Context: an optimization exercise on an open-source flow, tuned for small area. The choices shown serve that exercise and are no tape-out recipe.
In this exercise RTL edits were held to simulation tests only and were not proved equivalent to the original.

$ cat flow/run.sh
#!/bin/bash
# synth_recipe.tcl (not shown) runs the flow's synth.tcl, then flattens the netlist and writes it again
# the make line also repeats each setting of config.mk as NAME=value (left out here)
make -C /OpenROAD-flow-scripts/flow DESIGN_CONFIG=/design/flow/config.mk WORK_HOME=/design/flow/orfs CLKGATE_MAP_FILE= SYNTH_SCRIPT=/design/flow/synth_recipe.tcl finish
$ cat flow/config.mk
export PLATFORM = sky130hd
export DESIGN_NAME = cordic_dds
export DESIGN_NICKNAME = cordic_dds
export VERILOG_FILES = /design/flow/design.v
export SDC_FILE = /design/flow/constraint.sdc
export NUM_CORES = 4
export LEC_CHECK = 0
export CAP_MARGIN = 20
export CORE_MARGIN = 2
export CORE_UTILIZATION = 40
export SLEW_MARGIN = 20
$ cat flow/constraint.sdc
create_clock -name core_clock -period 5.0 [get_ports {clk}]
set_input_delay 1.0000 -clock core_clock [delete_from_list [all_inputs] [get_ports {clk}]]
set_output_delay 1.0000 -clock core_clock [all_outputs]
set_load 0.01 [all_outputs]
$ cat flow/design.v
module cordic_sin_cos (
  input         clk,
  input  [19:0] angle,
  output [15:0] cos_o,
  output [15:0] sin_o
);
  reg        s_1;
  reg signed [18:0] z_0;
  always @(posedge clk) begin
    s_1 <= angle[19] ^ angle[18];
    z_0 <= angle[18:0];
  end
  reg signed [17:0] z_1;
  reg d_1_r2;
  wire signed [18:0] zn_1 = z_0[18] ? z_0 + 19'sd131072 : z_0 - 19'sd131072;
  always @(posedge clk) begin z_1 <= zn_1[17:0]; d_1_r2 <= z_0[18]; end
  reg signed [17:0] z_2;
  reg d_2_r3;
  wire signed [17:0] zn_2 = z_1[17] ? z_1 + 18'sd77376 : z_1 - 18'sd77376;
  always @(posedge clk) begin z_2 <= zn_2[17:0]; d_2_r3 <= z_1[17]; end
  reg signed [16:0] z_3;
  reg d_3_r4;
  wire signed [17:0] zn_3 = z_2[17] ? z_2 + 18'sd40884 : z_2 - 18'sd40884;
  always @(posedge clk) begin z_3 <= zn_3[16:0]; d_3_r4 <= z_2[17]; end
  reg signed [15:0] z_4;
  reg d_4_r5;
  wire signed [16:0] zn_4 = z_3[16] ? z_3 + 17'sd20753 : z_3 - 17'sd20753;
  always @(posedge clk) begin z_4 <= zn_4[15:0]; d_4_r5 <= z_3[16]; end
  reg signed [14:0] z_5;
  reg d_5_r6;
  wire signed [15:0] zn_5 = z_4[15] ? z_4 + 16'sd10417 : z_4 - 16'sd10417;
  always @(posedge clk) begin z_5 <= zn_5[14:0]; d_5_r6 <= z_4[15]; end
  reg signed [13:0] z_6;
  reg d_6_r7;
  wire signed [14:0] zn_6 = z_5[14] ? z_5 + 15'sd5213 : z_5 - 15'sd5213;
  always @(posedge clk) begin z_6 <= zn_6[13:0]; d_6_r7 <= z_5[14]; end
  reg signed [12:0] z_7;
  reg d_7_r8;
  wire signed [13:0] zn_7 = z_6[13] ? z_6 + 14'sd2607 : z_6 - 14'sd2607;
  always @(posedge clk) begin z_7 <= zn_7[12:0]; d_7_r8 <= z_6[13]; end
  reg signed [11:0] z_8;
  reg d_8_r9;
  wire signed [12:0] zn_8 = z_7[12] ? z_7 + 13'sd1304 : z_7 - 13'sd1304;
  always @(posedge clk) begin z_8 <= zn_8[11:0]; d_8_r9 <= z_7[12]; end
  reg signed [10:0] z_9;
  reg d_9_r10;
  wire signed [11:0] zn_9 = z_8[11] ? z_8 + 12'sd652 : z_8 - 12'sd652;
  always @(posedge clk) begin z_9 <= zn_9[10:0]; d_9_r10 <= z_8[11]; end
  reg signed [9:0] z_10;
  reg d_10_r11;
  wire signed [10:0] zn_10 = z_9[10] ? z_9 + 11'sd326 : z_9 - 11'sd326;
  always @(posedge clk) begin z_10 <= zn_10[9:0]; d_10_r11 <= z_9[10]; end
  reg signed [8:0] z_11;
  reg d_11_r12;
  wire signed [9:0] zn_11 = z_10[9] ? z_10 + 10'sd163 : z_10 - 10'sd163;
  always @(posedge clk) begin z_11 <= zn_11[8:0]; d_11_r12 <= z_10[9]; end
  reg signed [7:0] z_12;
  reg d_12_r13;
  wire signed [8:0] zn_12 = z_11[8] ? z_11 + 9'sd81 : z_11 - 9'sd81;
  always @(posedge clk) begin z_12 <= zn_12[7:0]; d_12_r13 <= z_11[8]; end
  reg signed [6:0] z_13;
  reg d_13_r14;
  wire signed [7:0] zn_13 = z_12[7] ? z_12 + 8'sd41 : z_12 - 8'sd41;
  always @(posedge clk) begin z_13 <= zn_13[6:0]; d_13_r14 <= z_12[7]; end
  reg signed [5:0] z_14;
  reg d_14_r15;
  wire signed [6:0] zn_14 = z_13[6] ? z_13 + 7'sd20 : z_13 - 7'sd20;
  always @(posedge clk) begin z_14 <= zn_14[5:0]; d_14_r15 <= z_13[6]; end
  reg signed [4:0] z_15;
  reg d_15_r16;
  wire signed [5:0] zn_15 = z_14[5] ? z_14 + 6'sd10 : z_14 - 6'sd10;
  always @(posedge clk) begin z_15 <= zn_15[4:0]; d_15_r16 <= z_14[5]; end
  reg d_16_r17;
  always @(posedge clk) d_16_r17 <= z_15[4];
  reg s_2; always @(posedge clk) s_2 <= s_1;
  reg s_3; always @(posedge clk) s_3 <= s_2;
  reg s_4; always @(posedge clk) s_4 <= s_3;
  reg s_5; always @(posedge clk) s_5 <= s_4;
  reg d_1_r3; always @(posedge clk) d_1_r3 <= d_1_r2;
  reg d_1_r4; always @(posedge clk) d_1_r4 <= d_1_r3;
  reg d_1_r5; always @(posedge clk) d_1_r5 <= d_1_r4;
  reg d_2_r4; always @(posedge clk) d_2_r4 <= d_2_r3;
  reg d_2_r5; always @(posedge clk) d_2_r5 <= d_2_r4;
  reg d_3_r5; always @(posedge clk) d_3_r5 <= d_3_r4;
  reg signed [19:0] x_4, y_4;
  reg signed [19:0] tx, ty;
  always @* begin
    case ({s_5,d_1_r5,d_2_r5,d_3_r5,d_4_r5})
      5'd0: begin tx = 1023704; ty = 522322; end
      5'd1: begin tx = 104464; ty = 512374; end
      5'd2: begin tx = 223853; ty = 472577; end
      5'd3: begin tx = 333291; ty = 402935; end
      5'd4: begin tx = 402935; ty = 333291; end
      5'd5: begin tx = 472577; ty = 223853; end
      5'd6: begin tx = 512374; ty = 104464; end
      5'd7: begin tx = 522322; ty = 1023704; end
      5'd8: begin tx = 522323; ty = 24872; end
      5'd9: begin tx = 512373; ty = 944112; end
      5'd10: begin tx = 472578; ty = 824723; end
      5'd11: begin tx = 402934; ty = 715285; end
      5'd12: begin tx = 333292; ty = 645641; end
      5'd13: begin tx = 223852; ty = 575999; end
      5'd14: begin tx = 104465; ty = 536202; end
      5'd15: begin tx = 1023703; ty = 526254; end
      5'd16: begin tx = 24873; ty = 526253; end
      5'd17: begin tx = 944111; ty = 536203; end
      5'd18: begin tx = 824724; ty = 575998; end
      5'd19: begin tx = 715284; ty = 645642; end
      5'd20: begin tx = 645642; ty = 715284; end
      5'd21: begin tx = 575998; ty = 824724; end
      5'd22: begin tx = 536203; ty = 944111; end
      5'd23: begin tx = 526253; ty = 24873; end
      5'd24: begin tx = 526254; ty = 1023703; end
      5'd25: begin tx = 536202; ty = 104465; end
      5'd26: begin tx = 575999; ty = 223852; end
      5'd27: begin tx = 645641; ty = 333292; end
      5'd28: begin tx = 715285; ty = 402934; end
      5'd29: begin tx = 824723; ty = 472578; end
      5'd30: begin tx = 944112; ty = 512373; end
      5'd31: begin tx = 24872; ty = 522323; end
      default: begin tx = 20'd0; ty = 20'd0; end
    endcase
  end
  always @(posedge clk) begin x_4 <= tx; y_4 <= ty; end
  reg [19:0] x_5, y_5;
  wire signed [19:0] ys_5 = $signed(y_4) >>> 4;
  wire signed [19:0] xs_5 = $signed(x_4) >>> 4;
  wire [19:0] xn_5 = x_4 + (ys_5 ^ {20{~d_5_r6}}) + {19'd0, ~d_5_r6};
  wire [19:0] yn_5 = y_4 + (xs_5 ^ {20{d_5_r6}}) + {19'd0, d_5_r6};
  always @(posedge clk) begin x_5 <= xn_5[19:0]; y_5 <= yn_5[19:0]; end
  reg [19:0] x_6, y_6;
  wire signed [19:0] ys_6 = $signed(y_5) >>> 5;
  wire signed [19:0] xs_6 = $signed(x_5) >>> 5;
  wire [19:0] xn_6 = x_5 + (ys_6 ^ {20{~d_6_r7}}) + {19'd0, ~d_6_r7};
  wire [19:0] yn_6 = y_5 + (xs_6 ^ {20{d_6_r7}}) + {19'd0, d_6_r7};
  always @(posedge clk) begin x_6 <= xn_6[19:0]; y_6 <= yn_6[19:0]; end
  reg [19:0] x_7, y_7;
  wire signed [19:0] ys_7 = $signed(y_6) >>> 6;
  wire signed [19:0] xs_7 = $signed(x_6) >>> 6;
  wire [19:0] xn_7 = x_6 + (ys_7 ^ {20{~d_7_r8}}) + {19'd0, ~d_7_r8};
  wire [19:0] yn_7 = y_6 + (xs_7 ^ {20{d_7_r8}}) + {19'd0, d_7_r8};
  always @(posedge clk) begin x_7 <= xn_7[19:0]; y_7 <= yn_7[19:0]; end
  reg [19:0] x_8, y_8;
  wire signed [19:0] ys_8 = $signed(y_7) >>> 7;
  wire signed [19:0] xs_8 = $signed(x_7) >>> 7;
  wire [19:0] xn_8 = x_7 + (ys_8 ^ {20{~d_8_r9}}) + {19'd0, ~d_8_r9};
  wire [19:0] yn_8 = y_7 + (xs_8 ^ {20{d_8_r9}}) + {19'd0, d_8_r9};
  always @(posedge clk) begin x_8 <= xn_8[19:0]; y_8 <= yn_8[19:0]; end
  reg [19:0] x_9, y_9;
  wire signed [19:0] ys_9 = $signed(y_8) >>> 8;
  wire signed [19:0] xs_9 = $signed(x_8) >>> 8;
  wire [19:0] xn_9 = x_8 + (ys_9 ^ {20{~d_9_r10}}) + {19'd0, ~d_9_r10};
  wire [19:0] yn_9 = y_8 + (xs_9 ^ {20{d_9_r10}}) + {19'd0, d_9_r10};
  always @(posedge clk) begin x_9 <= xn_9[19:0]; y_9 <= yn_9[19:0]; end
  reg [19:0] x_10, y_10;
  wire signed [19:0] ys_10 = $signed(y_9) >>> 9;
  wire signed [19:0] xs_10 = $signed(x_9) >>> 9;
  wire [19:0] xn_10 = x_9 + (ys_10 ^ {20{~d_10_r11}}) + {19'd0, ~d_10_r11};
  wire [19:0] yn_10 = y_9 + (xs_10 ^ {20{d_10_r11}}) + {19'd0, d_10_r11};
  always @(posedge clk) begin x_10 <= xn_10[19:0]; y_10 <= yn_10[19:0]; end
  reg [19:0] x_11, y_11;
  wire signed [19:0] ys_11 = $signed(y_10) >>> 10;
  wire signed [19:0] xs_11 = $signed(x_10) >>> 10;
  wire [19:0] xn_11 = x_10 + (ys_11 ^ {20{~d_11_r12}}) + {19'd0, ~d_11_r12};
  wire [19:0] yn_11 = y_10 + (xs_11 ^ {20{d_11_r12}}) + {19'd0, d_11_r12};
  always @(posedge clk) begin x_11 <= xn_11[19:0]; y_11 <= yn_11[19:0]; end
  reg [19:0] x_12, y_12;
  wire signed [19:0] ys_12 = $signed(y_11) >>> 11;
  wire signed [19:0] xs_12 = $signed(x_11) >>> 11;
  wire [19:0] xn_12 = x_11 + (ys_12 ^ {20{~d_12_r13}}) + {19'd0, ~d_12_r13};
  wire [19:0] yn_12 = y_11 + (xs_12 ^ {20{d_12_r13}}) + {19'd0, d_12_r13};
  always @(posedge clk) begin x_12 <= xn_12[19:0]; y_12 <= yn_12[19:0]; end
  reg [19:0] x_13, y_13;
  wire signed [19:0] ys_13 = $signed(y_12) >>> 12;
  wire signed [19:0] xs_13 = $signed(x_12) >>> 12;
  wire [19:0] xn_13 = x_12 + (ys_13 ^ {20{~d_13_r14}}) + {19'd0, ~d_13_r14};
  wire [19:0] yn_13 = y_12 + (xs_13 ^ {20{d_13_r14}}) + {19'd0, d_13_r14};
  always @(posedge clk) begin x_13 <= xn_13[19:0]; y_13 <= yn_13[19:0]; end
  reg [19:0] x_14, y_14;
  wire signed [19:0] ys_14 = $signed(y_13) >>> 13;
  wire signed [19:0] xs_14 = $signed(x_13) >>> 13;
  wire [19:0] xn_14 = x_13 + (ys_14 ^ {20{~d_14_r15}}) + {19'd0, ~d_14_r15};
  wire [19:0] yn_14 = y_13 + (xs_14 ^ {20{d_14_r15}}) + {19'd0, d_14_r15};
  always @(posedge clk) begin x_14 <= xn_14[19:0]; y_14 <= yn_14[19:0]; end
  reg [19:0] x_15, y_15;
  wire signed [19:0] ys_15 = $signed(y_14) >>> 14;
  wire signed [19:0] xs_15 = $signed(x_14) >>> 14;
  wire [19:0] xn_15 = x_14 + (ys_15 ^ {20{~d_15_r16}}) + {19'd0, ~d_15_r16};
  wire [19:0] yn_15 = y_14 + (xs_15 ^ {20{d_15_r16}}) + {19'd0, d_15_r16};
  always @(posedge clk) begin x_15 <= xn_15[19:0]; y_15 <= yn_15[19:0]; end
  reg [19:4] x_16, y_16;
  wire signed [19:0] ys_16 = $signed(y_15) >>> 15;
  wire signed [19:0] xs_16 = $signed(x_15) >>> 15;
  wire [19:0] xn_16 = x_15 + (ys_16 ^ {20{~d_16_r17}}) + {19'd0, ~d_16_r17};
  wire [19:0] yn_16 = y_15 + (xs_16 ^ {20{d_16_r17}}) + {19'd0, d_16_r17};
  always @(posedge clk) begin x_16 <= xn_16[19:4]; y_16 <= yn_16[19:4]; end
  assign cos_o = x_16[19:4];
  assign sin_o = y_16[19:4];
endmodule
module cordic_dds (
  input             clk,
  input             rst_n,
  input             cfg_vld,
  input      [31:0] cfg_freq_word,
  input      [31:0] cfg_phase_word,
  output reg        sig_vld_o,
  output     [15:0] sin_o,
  output     [15:0] cos_o
);
  reg [31:0] phase_accum;
  reg [31:0] add_freq_wd;
  reg [4:0]  pro_cnt;
  always @(posedge clk or negedge rst_n) begin
    if (!rst_n) begin
      phase_accum <= 32'd0;
      add_freq_wd <= 32'h006D3A06;
    end else if (cfg_vld) begin
      phase_accum <= cfg_phase_word;
      add_freq_wd <= cfg_freq_word;
    end else begin
      phase_accum <= phase_accum + add_freq_wd;
    end
  end
  always @(posedge clk or negedge rst_n) begin
    if (!rst_n) begin
      pro_cnt   <= 5'd0;
      sig_vld_o <= 1'b0;
    end else if (pro_cnt == 5'd17) begin
      sig_vld_o <= 1'b1;
    end else begin
      pro_cnt   <= pro_cnt + 5'd1;
      sig_vld_o <= 1'b0;
    end
  end
  cordic_sin_cos u_cordic (
    .clk   (clk),
    .angle (phase_accum[31:12]),
    .cos_o (cos_o),
    .sin_o (sin_o)
  );
endmodule
==> notes.md <==
[final timing paths]
kind / end / depth (start not counted) / slack (ps)
setup / recovery: u_cordic.y_15[18]$_DFF_P_ / 12 / 1110
hold / removal: u_cordic.d_3_r5$_DFF_P_ / 0 / 320
setup reg to reg: u_cordic.y_15[18]$_DFF_P_ / 12 / 1110
hold reg to reg: u_cordic.d_3_r5$_DFF_P_ / 0 / 320
max in group asynchronous: add_freq_wd[14]$_DFFE_PN0P_ / 1 / 3920
min in group asynchronous: phase_accum[2]$_DFF_PN0_ / 1 / 460
[cells by family (layout without fill, tap and decap cells)]
logic type | after synthesis | count (layout) | synth area share (%)
and+or+nand+nor | 1253 | 1253 | 12.60
AOI/OAI and AO/OA | 1205 | 1205 | 16.67
muxes | 53 | 53 | 1.289
buffers and inverters | 296 | 504 | 2.439
xor gates and xnor gates | 770 | 770 | 14.44
other | 0 | 1 | 0
DFF | 801 | 801 | 35.13
adders and majority gates | 629 | 629 | 17.44
[cell type report]
class                   count  area, µm²
fillers                 11135      63450
well taps                1524       1907
clock buffers             116       2576
flip-flops and latches    801      16400
inverters                 220      825.8
repair buffers            124       1171
clock inverters            44      565.5
multi-input cells        3910      29150
diodes                      1      2.502
[cells in the mapped netlist, drive strengths merged, types with 14 or more instances]
library cell,instances
clkbuf,47
nor2b,80
and2,15
nand2,283
fa,36
nand4,14
ha,593
a21oi,372
nor2,374
dfxtp,731
mux2i,14
a211oi,36
and3,51
a211o,15
or3,37
o21a,83
mux2,37
xnor2,530
inv,220
dfrtp,59
a21boi,22
o211ai,20
a31oi,41
nand2b,67
buf,29
o31ai,22
o41ai,27
xor2,240
nor3,184
o21ai,256
o21bai,65
a21o,94
a31o,23
nand3,105
a2111oi,28
[stage by stage]
stage | utilization (%) | cells | hold slack, ps
after global routing | 45.32 | 6739 | 325.4
after floorplan | - | 5007 | 309.6
after global placement | 42.62 | 6579 | 310.5
after detailed placement | 42.62 | 6579 | 312.1
after CTS | 45.32 | 6739 | 323.5
final | 45.33 | 6740 | 316.0
[placed cells by master (no fill, tap or decap), types with 105 or more instances in the layout]
| cell type | synthesis | final |
|---|---|---|
| o21ai_0 | 241 | 241 |
| inv_1 | 220 | 220 |
| xnor2_1 | 530 | 530 |
| nand3_1 | 105 | 105 |
| xor2_1 | 240 | 240 |
| nand2_1 | 283 | 283 |
| nor3_1 | 184 | 184 |
| a21oi_1 | 372 | 372 |
| ha_1 | 593 | 593 |
| dfxtp_1 | 731 | 730 |
| nor2_1 | 374 | 374 |
[worst max-delay path: cells and delay by family, from the launching register on]
kind                       cells  cell delay [ps]
AOI/OAI and AO/OA              7             1630
xor gates and xnor gates       2              760
adders and majority gates      1              410
buffers and inverters          1              220
DFF                            1              450
and+or+nand+nor                1              350
[layer usage]
| layer | vias up | track usage [%] |
|---|---|---|
| li1 | 18035 | - |
| met1 | 16023 | 22.46 |
| met2 | 575 | 28.08 |
| met3 | 179 | 2.818 |
| met4 | 10 | 6.381 |
| met5 | - | 0 |
==> notes.md <==
status: timing/DRC/antenna clean
Clock Skew: 27.98 ps
Slowest-stage cell, CP: xor2_1
post-route ant nets: 0
Die Y: 345.6 µm
HPWL reported at the end of detailed placement: 81700 µm
Die Wd: 345.6 µm
Place WS: 1158 ps
pin count of the biggest net entering global routing: 95
synthesis-stage register bit count: 801
total grt overflow: 0
Skew-Pair Late Insertion Delay: 660 ps
CTS buffer count: 90
Rel. slew slack: 30.20%
Final nets: 5843
worst-path fanout max: 8
Setup crit start kind: flip-flop
P&R area growth vs syn: 12.66%
RR Startpoint: u_cordic.d_15_r16$_DFF_P_
number of synthesized flops with an enable pin: 0
TNS Setup: 0 ps
vias in the first global route: 33189
clock sink count: 801
Iteration-0 DRC Markers: 1982
setup ws final: 1112 ps
Post-CTS Resized: 0
Mapped Area: 0.04669 mm²
I/O pin cnt: 100
CP max stage delay: 580 ps
f_max: 0.2572 GHz
Bufs on Longest Clock Path: 3
crit path time final: 3888 ps
biggest area consumer among synthesized cells: dfxtp_1
vias per inst: 5.166
H-tree Lvls: 3
Crit path required time: 5570 ps
uppermost layer routed: met5
FP Rows: 125
sequential area share after synthesis: 35.13%
vias: 34822
DP Area: 0.04945 mm²
Worst Hold Class: flip-flop to flip-flop
ranking of synthesized cells by area: dfxtp_1 31%, ha_1 16%, xnor2_1 9.9%
Synth Net Count: 5703
count of yosys warnings during synthesis: 2
design area: 0.05260 mm²
final WL: 103900 µm
most used cell, CP: o21a_1
Die ar.: 0.1195 mm²
Top FF cell, synth: dfxtp_1
crit path cell chain: buf_4 > xor2_1 > ha_1 > or3_1 > o21ai_0 > a2111oi_0 > o41a_1 > o21a_1 > o21a_1 > o21a_1 > o41ai_1 > xnor2_1
CP arrival: 4460 ps
Synth cell types: 82
fin crit share: 77.76%
Avg WL per Cell: 15.41 µm
Hold-fix buffers, CTS: 0
routability cong.: 0.8814
WL met2: 46960 µm
DR pass1 iterations: 5
Mean Syn Cell Area: 9.325 µm²
core area: 0.1160 mm²
Post-CTS Setup Inserts: 0
total length of routed met3 wires: 4306 µm
root buf cell: clkbuf_16
share of cells above drive strength 1: 5.312%
hold path start: u_cordic.d_3_r4$_DFF_P_
CTS tree: built
biggest regs: add_freq_wd: 32 flops, phase_accum: 32 flops
CP startpoint: u_cordic.d_15_r16$_DFF_P_
Slew Limit Fails: 0
unrepaired setup endpoints after global routing: false
drt drc: 0
CTS clk-pin slew, worst paths: 60 ps
Async SR Flop Fraction: 8.739%
met1 wire length: 48870 µm
global-route wire length before repair: 168400 µm
setup violators final: 0
Synth top area share: 31.34%
CP Capture Type: flip-flop
actual slew at the worst max-slew pin: 1046 ps
Worst Path Class, Setup: flip-flop to flip-flop
maxcap violations: 0
Synth Instances: 5007
initial antenna violation count: 11
All-Layer GR Usage: 17.08%
count of final hold-check violations: 0
Port Buffers: 99
Initial Util: 40.23%

==> static timing again, ports no longer ideal <==
The results above use ideal ports. As a check the final layout listed here was re-extracted and re-timed, cells and wires unchanged. Step 1 (the two cells are an assumption about what drives the block):
set clk [get_ports {clk}]
set_driving_cell -lib_cell sky130_fd_sc_hd__clkbuf_16 $clk
set_driving_cell -lib_cell sky130_fd_sc_hd__buf_2 [delete_from_list [all_inputs] $clk]
Step 2 times the ports against the registers' clock, not the clock port: input delays grow and output delays shrink by t, the midpoint of the rising clock arrivals with the driver on. Three values: ideal, step 1, step 2; two values: the first two.
shift t [ns]: 0.718
setup slack, ns: 1.112 / 1.112 / 1.112
hold WS [ns]: 0.316 / 0.316 / 0.316
After both steps setup and hold are still met in this run. The setup slack of this run moves by 0.000 ns with the drivers and by 0.000 ns with both steps.
